This design comes from an exercise in tuning for small area and a short achievable clock period on the open sky130 flow, not from production work. Only simulation tests tie the RTL to the original design; equivalence was not proved. Power figures rest on the tool's default switching activity, not on a simulated workload.

== amber ==
// alu
module alu # ( parameter WIDTH = 16, CMD_WIDTH = 4 ) (
	input clk, rst,
	input CE,
	input CIN,
	input mode,
	input [1:0] INP_INVALID,
	input [ CMD_WIDTH-1 :0] CMD,
	input [ WIDTH-1 :0] opa,
	input [ WIDTH-1 :0] opb,
	output reg ERR, OFLOW, g , l, e, cout,
	output reg [ 2 * WIDTH :0] RES
);
Size: ~1,500 cells after synthesis.
export LEC_CHECK = 0
export ABC_AREA = 1
export CAP_MARGIN = 20
export CORE_MARGIN = 2
export CORE_UTILIZATION = 40
export SETUP_SLACK_MARGIN = 1.2
export SLEW_MARGIN = 20
export TNS_END_PERCENT = 0
create_clock -name core_clock -period 9.0 [get_ports {clk}]
standard.sh (not shown) runs the stock make flow with config.mk's settings and CLKGATE_MAP_FILE= SYNTH_SCRIPT=/design/flow/synth_recipe.tcl, a recipe that flattens the netlist after the stock synthesis.
==> flow/flow/run.sh <==
#!/bin/bash
# The standard layout (the standard.sh, all of its steps), with two changes:
#  - synthesis: Yosys's synth command also gets -noabc, so its quick generic
#    ABC pass does not rewrite the full adders before extract_fa maps them (that
#    pass leaves an inverter between most pairs of adder cells).  The rest of
#    the synthesis script is synth_recipe.tcl unchanged (-nofsm -noshare,
#    flatten, renames), and ORFS's own ABC mapping still runs afterwards.
#  - placement: buffer_ports uses sky130_fd_sc_hd__buf_1 for the port buffers
#    instead of the delay cell it picks by default; every input and output port
#    still gets its own buffer.
# The make output is kept in standard.log.
set -euo pipefail
{
  echo 'proc synth {args} { yosys synth -nofsm -noshare -noabc {*}$args }'
  tail -n +2 synth_recipe.tcl
} > synth_noabc.tcl
bash standard.sh SYNTH_SCRIPT="$PWD/synth_noabc.tcl" \
  BUFFER_PORTS_ARGS="-buffer_cell sky130_fd_sc_hd__buf_1" finish > standard.log 2>&1
Looking at the reports, amber completed the entire flow and the layout it produced met the timing, design-rule and antenna checks.
Modified inputs, pepper compared to amber
# amber
export LEC_CHECK = 0
export ABC_AREA = 1
export CAP_MARGIN = 20
export CORE_MARGIN = 2
export CORE_UTILIZATION = 40
export SETUP_SLACK_MARGIN = 1.2
export SLEW_MARGIN = 20
export TNS_END_PERCENT = 0
create_clock -name core_clock -period 9.0 [get_ports {clk}]
# pepper
export LEC_CHECK = 0
export ABC_AREA = 1
export CAP_MARGIN = 20
export CORE_MARGIN = 2
export CORE_UTILIZATION = 40
export SETUP_SLACK_MARGIN = 0.8
export SLEW_MARGIN = 20
create_clock -name core_clock -period 9.0 [get_ports {clk}]
[summary]
Looking at hold slack across pepper and amber, the one that comes out higher is amber. amber consumes more power than pepper. Diff pepper and amber: number of antenna violations at the first check in global routing higher in pepper. Per the comparison of pepper with amber, wire length of the first global-routing pass went down; non-clock buffer count in the final layout went down; utilization went down; clock network fraction of design power went up. The final setup slack of the worst path of pepper is lower than that of amber.
#### Input delta (nickel over pepper)
# pepper
export LEC_CHECK = 0
export ABC_AREA = 1
export CAP_MARGIN = 20
export CORE_MARGIN = 2
export CORE_UTILIZATION = 40
export SETUP_SLACK_MARGIN = 0.8
export SLEW_MARGIN = 20
create_clock -name core_clock -period 9.0 [get_ports {clk}]
# nickel
export LEC_CHECK = 0
export ABC_AREA = 1
export CAP_MARGIN = 20
export CORE_MARGIN = 2
export CORE_UTILIZATION = 40
export SETUP_SLACK_MARGIN = 2.0
export SLEW_MARGIN = 20
create_clock -name core_clock -period 9.0 [get_ports {clk}]
## What came out
- In summary, nickel completed successfully, with a layout that passed the timing, design-rule and antenna checks.
- nickel vs. pepper: average cell area after synthesis held; smallest setup slack after layout went up 0.38 ns; minimum clock period went down 0.38 ns; share of cell area taken by flip-flops and latches went down 1.1 points; setup slack after placement went down 0.076 ns.
- Switching power share of the total came out higher on nickel than on pepper.
Setup changes, nickel to zinc
# nickel
export LEC_CHECK = 0
export ABC_AREA = 1
export CAP_MARGIN = 20
export CORE_MARGIN = 2
export CORE_UTILIZATION = 40
export SETUP_SLACK_MARGIN = 2.0
export SLEW_MARGIN = 20
create_clock -name core_clock -period 9.0 [get_ports {clk}]
# zinc
export LEC_CHECK = 0
export ABC_AREA = 1
export CAP_MARGIN = 20
export CORE_MARGIN = 2
export CORE_UTILIZATION = 40
export SLEW_MARGIN = 20
create_clock -name core_clock -period 9.0 [get_ports {clk}]
==> flow/flow/run.sh <==
#!/bin/bash
# The standard layout (the standard.sh, all of its steps), with these changes:
#  - synthesis: Yosys's synth command also gets -noabc, so its quick generic
#    ABC pass does not rewrite the full adders before extract_fa maps them (that
#    pass leaves an inverter between most pairs of adder cells); and ORFS's
#    technology-mapping ABC call runs flow/abc_map.script instead of
#    abc_area.script (same mapping, without ABC's own buffering).  Everything
#    else in the synthesis is ORFS's synth.tcl and synth_recipe.tcl unchanged
#    (-nofsm -noshare, flatten, renames).
#  - placement: buffer_ports uses sky130_fd_sc_hd__buf_1 for the port buffers
#    instead of the delay cell it picks by default; every input and output port
#    still gets its own buffer.
# The make output is kept in standard.log.
set -euo pipefail
here="$PWD"
grep -q 'log_cmd abc {\*}\$abc_args' "$FLOW_HOME/scripts/synth.tcl"
sed "s|log_cmd abc {\*}\$abc_args|log_cmd abc -script $here/flow/abc_map.script {*}[lrange \$abc_args 2 end]|" \
  "$FLOW_HOME/scripts/synth.tcl" > synth_body.tcl
{
  echo 'proc synth {args} { yosys synth -nofsm -noshare -noabc {*}$args }'
  echo "source $here/synth_body.tcl"
  tail -n +3 synth_recipe.tcl
} > synth_own.tcl
bash standard.sh SYNTH_SCRIPT="$here/synth_own.tcl" \
  BUFFER_PORTS_ARGS="-buffer_cell sky130_fd_sc_hd__buf_1" finish > standard.log 2>&1
==> flow/flow/abc_map.script (new file) <==
strash
dch
map
topo
stime -c
upsize -c
dnsize -c
zinc: area fraction of clock buffers and clock inverters is 0.20 points higher than what nickel reported. Of zinc and nickel, it is zinc that has the higher share of cell area taken by multi-input logic gates. Diff nickel -> zinc: power per cell area went up by 6.8%; full die area shows a reduction of 0.0012 mm2; wire length of the first global-routing pass picked up an extra 3.0%. Delta(normalized max-slew margin, zinc - nickel) < 0. Comparing nickel and zinc, worst setup slack is lower on zinc. zinc: placed wire-length estimate after detailed placement higher than nickel. zinc ended with less area of the core than nickel. On hold slack, nickel and zinc are neck and neck.

* * *

main:
Another version of the RTL of alu (not shown whole).
Size in the first run: about 1,800 cells after synthesis, ~39 flip-flops, ~13,000 µm² of cells after synthesis.
export LEC_CHECK = 0
export ABC_AREA = 1
export CAP_MARGIN = 20
export CORE_MARGIN = 2
export CORE_UTILIZATION = 40
export GPL_TIMING_DRIVEN = 0
export SLEW_MARGIN = 20
create_clock -name core_clock -period 9.0 [get_ports {clk}]
==> flow/flow/run.sh <==
#!/bin/bash
# The standard layout (the standard.sh, all of its steps), except that the
# port buffers that buffer_ports inserts at placement are sky130_fd_sc_hd__buf_1
# instead of the delay cell it picks by default.  Every input and output port
# still gets its own buffer.  The make output is kept in standard.log.
bash standard.sh BUFFER_PORTS_ARGS="-buffer_cell sky130_fd_sc_hd__buf_1" finish > standard.log 2>&1
Having completed the whole flow, main delivered a layout that passed the timing, design-rule and antenna checks.
The inputs of the feature branch differ from those of main as listed below.
==> flow/run.sh (new file) <==
#!/bin/bash
# synth_recipe.tcl (not shown) runs the flow's synth.tcl, then flattens the netlist and writes it again
# the make line also repeats each setting of config.mk as NAME=value (left out here)
make -C /OpenROAD-flow-scripts/flow DESIGN_CONFIG=/design/flow/config.mk WORK_HOME=/design/flow/orfs CLKGATE_MAP_FILE= SYNTH_SCRIPT=/design/flow/synth_recipe.tcl finish
removed: flow/flow/run.sh
removed: flow/standard.sh
==> notes.md <==
Row combinational group share of total power: the feature branch higher / main lower
main leaves more setup margin than the feature branch.
Delta(final period utilization, the feature branch - main) > 0
Of main and the feature branch, main shows the higher clock share of power, with the feature branch below it.
The part of the total power dissipated in sequential elements number comes out higher for the feature branch vs main.
Compared with main, count of nets after finishing in the feature branch increased slightly.

* * *

## north
RTL: one of the versions met above, not the one the previous note started from.
For scale: ~1500 cells after synthesis, roughly 39 flip-flops, ~82 I/O pins, ~0.012 mm^2 of cells after synthesis.
export LEC_CHECK = 0
export ABC_AREA = 1
export CAP_MARGIN = 20
export CORE_MARGIN = 2
export CORE_UTILIZATION = 40
export SETUP_SLACK_MARGIN = 1.5
export SLEW_MARGIN = 20
create_clock -name core_clock -period 9.0 [get_ports {clk}]
==> flow/flow/run.sh <==
#!/bin/bash
# The standard layout (the standard.sh, all of its steps), with two changes:
#  - synthesis: Yosys's synth command also gets -noabc, so its quick generic
#    ABC pass does not rewrite the full adders before extract_fa maps them (that
#    pass leaves an inverter between most pairs of adder cells).  The rest of
#    the synthesis script is synth_recipe.tcl unchanged (-nofsm -noshare,
#    flatten, renames), and ORFS's own ABC mapping still runs afterwards.
#  - placement: buffer_ports uses sky130_fd_sc_hd__buf_1 for the port buffers
#    instead of the delay cell it picks by default; every input and output port
#    still gets its own buffer.
# The make output is kept in standard.log.
set -euo pipefail
{
  echo 'proc synth {args} { yosys synth -nofsm -noshare -noabc {*}$args }'
  tail -n +2 synth_recipe.tcl
} > synth_noabc.tcl
bash standard.sh SYNTH_SCRIPT="$PWD/synth_noabc.tcl" \
  BUFFER_PORTS_ARGS="-buffer_cell sky130_fd_sc_hd__buf_1" finish > standard.log 2>&1
Edits applied to the flow inputs when going from north to south:
# north
export LEC_CHECK = 0
export ABC_AREA = 1
export CAP_MARGIN = 20
export CORE_MARGIN = 2
export CORE_UTILIZATION = 40
export SETUP_SLACK_MARGIN = 1.5
export SLEW_MARGIN = 20
create_clock -name core_clock -period 9.0 [get_ports {clk}]
# south
export LEC_CHECK = 0
export ABC_AREA = 1
export CAP_MARGIN = 20
export CORE_MARGIN = 2
export CORE_UTILIZATION = 30
export SETUP_SLACK_MARGIN = 0.7
export SLEW_MARGIN = 20
create_clock -name core_clock -period 9.0 [get_ports {clk}]
### Flow results
Comparing sequential group share of total power for north and south, the bigger number came from south. Diff north -> south: die area rose by 33%; part of the power in the clock network climbed 0.2 points; core utilization -17 points.
What east does differently from south at the input level:
# south
export LEC_CHECK = 0
export ABC_AREA = 1
export CAP_MARGIN = 20
export CORE_MARGIN = 2
export CORE_UTILIZATION = 30
export SETUP_SLACK_MARGIN = 0.7
export SLEW_MARGIN = 20
create_clock -name core_clock -period 9.0 [get_ports {clk}]
# east
export LEC_CHECK = 0
export ABC_AREA = 1
export CAP_MARGIN = 20
export CORE_MARGIN = 2
export CORE_UTILIZATION = 40
export SETUP_SLACK_MARGIN = 0.7
export SLEW_MARGIN = 20
create_clock -name core_clock -period 9.0 [get_ports {clk}]
-- flow/flow/run.sh --
<<< south, line 8
#  - placement: buffer_ports uses sky130_fd_sc_hd__buf_1 for the port buffers
>>> east, line 8
#  - placement: buffer_ports uses sky130_fd_sc_hd__buf_2 for the port buffers
<<< south, line 18
  BUFFER_PORTS_ARGS="-buffer_cell sky130_fd_sc_hd__buf_1" finish > standard.log 2>&1
>>> east, line 18
  BUFFER_PORTS_ARGS="-buffer_cell sky130_fd_sc_hd__buf_2" finish > standard.log 2>&1
## What came out
[compare] base=south new=east: synthesized cell count stayed essentially flat, minimum period implied by the final worst setup slack went up 0.016 ns, number of buffers and inverters on the critical path moved down.
What west does differently from east at the input level:
# east
export LEC_CHECK = 0
export ABC_AREA = 1
export CAP_MARGIN = 20
export CORE_MARGIN = 2
export CORE_UTILIZATION = 40
export SETUP_SLACK_MARGIN = 0.7
export SLEW_MARGIN = 20
create_clock -name core_clock -period 9.0 [get_ports {clk}]
# west
export LEC_CHECK = 0
export CAP_MARGIN = 20
export CORE_MARGIN = 2
export CORE_UTILIZATION = 40
export CTS_BUF_LIST = sky130_fd_sc_hd__clkbuf_8 sky130_fd_sc_hd__clkbuf_16
export CTS_CLUSTER_DIAMETER = 300
export CTS_CLUSTER_SIZE = 50
export GPL_TIMING_DRIVEN = 0
export SLEW_MARGIN = 20
create_clock -name core_clock -period 9.0 [get_ports {clk}]
-- flow/flow/run.sh --
<<< east, line 8
#  - placement: buffer_ports uses sky130_fd_sc_hd__buf_2 for the port buffers
>>> west, line 8
#  - placement: buffer_ports uses sky130_fd_sc_hd__buf_1 for the port buffers
<<< east, line 18
  BUFFER_PORTS_ARGS="-buffer_cell sky130_fd_sc_hd__buf_2" finish > standard.log 2>&1
>>> west, line 18
  BUFFER_PORTS_ARGS="-buffer_cell sky130_fd_sc_hd__buf_1" finish > standard.log 2>&1
## What came out
Compared with east, west shows net switching power that has gone down slightly.
The power dissipated in combinational cells number comes out higher for west vs east.
Relative to east, met1 track demand over resource increased by 3.1 points in west.
west has less setup slack than east.
[inputs] middle vs west
# west
export LEC_CHECK = 0
export CAP_MARGIN = 20
export CORE_MARGIN = 2
export CORE_UTILIZATION = 40
export CTS_BUF_LIST = sky130_fd_sc_hd__clkbuf_8 sky130_fd_sc_hd__clkbuf_16
export CTS_CLUSTER_DIAMETER = 300
export CTS_CLUSTER_SIZE = 50
export GPL_TIMING_DRIVEN = 0
export SLEW_MARGIN = 20
create_clock -name core_clock -period 9.0 [get_ports {clk}]
# middle
export LEC_CHECK = 0
export ABC_AREA = 1
export CAP_MARGIN = 20
export CORE_MARGIN = 2
export CORE_UTILIZATION = 40
export SETUP_SLACK_MARGIN = 0.6
export SLEW_MARGIN = 20
create_clock -name core_clock -period 9.0 [get_ports {clk}]
### Flow results
Final period demand of the worst path on middle is ahead of west.
middle vs west, highest metal layer used by the detailed router: met5 vs met4
Per the comparison of middle with west, share of total power consumed by net switching fell 0.89 points; final non-filler cell area fell about 0.6%; area added between synthesis and finish fell 6.4 points.

==> what the ideal ports hide <==
No port has a modelled driver above. Below, the same layouts with a new extraction and two added sets of constraints.
Step 1 sets driving cells, clkbuf_16 on the clock port and buf_2 on the other inputs (assumed; they add their load-dependent delay and slew).
Step 2 moves the port delays by t, midway between the first and last clock arrival at a register: inputs arrive t later, outputs are due t later. That takes back most of the time a late clock gives input paths.
Slacks: ideal ports / drivers / drivers and shift; pairs: ideal ports / drivers.
run	t, ns	setup WS [ns]	worst hold slack (ns)
amber	0.312	1.392 / 1.356 / 1.044	0.496 / 0.496 / 0.496
pepper	0.310	1.103 / 1.112 / 0.802	0.493 / 0.493 / 0.493
nickel	0.310	1.479 / 1.443 / 1.133	0.489 / 0.489 / 0.489
zinc	0.332	0.352 / 0.362 / 0.030	0.490 / 0.490 / 0.490
main	0.330	0.227 / 0.245 / -0.085	0.478 / 0.478 / 0.478
the feature branch	0.325	0.185 / 0.202 / -0.123	0.485 / 0.485 / 0.485
north	0.308	1.448 / 1.434 / 1.126	0.491 / 0.491 / 0.491
south	0.328	0.986 / 0.998 / 0.671	0.485 / 0.485 / 0.485
east	0.312	0.970 / 0.974 / 0.662	0.490 / 0.490 / 0.490
west	0.314	0.185 / 0.192 / -0.122	0.486 / 0.486 / 0.486
middle	0.310	0.985 / 0.994 / 0.684	0.495 / 0.495 / 0.495
With both steps, setup timing fails in main, the feature branch and west, where it was met with ideal ports. For amber, which loses most, drivers alone change the setup slack by -0.036 ns; drivers and shift together by -0.348 ns.
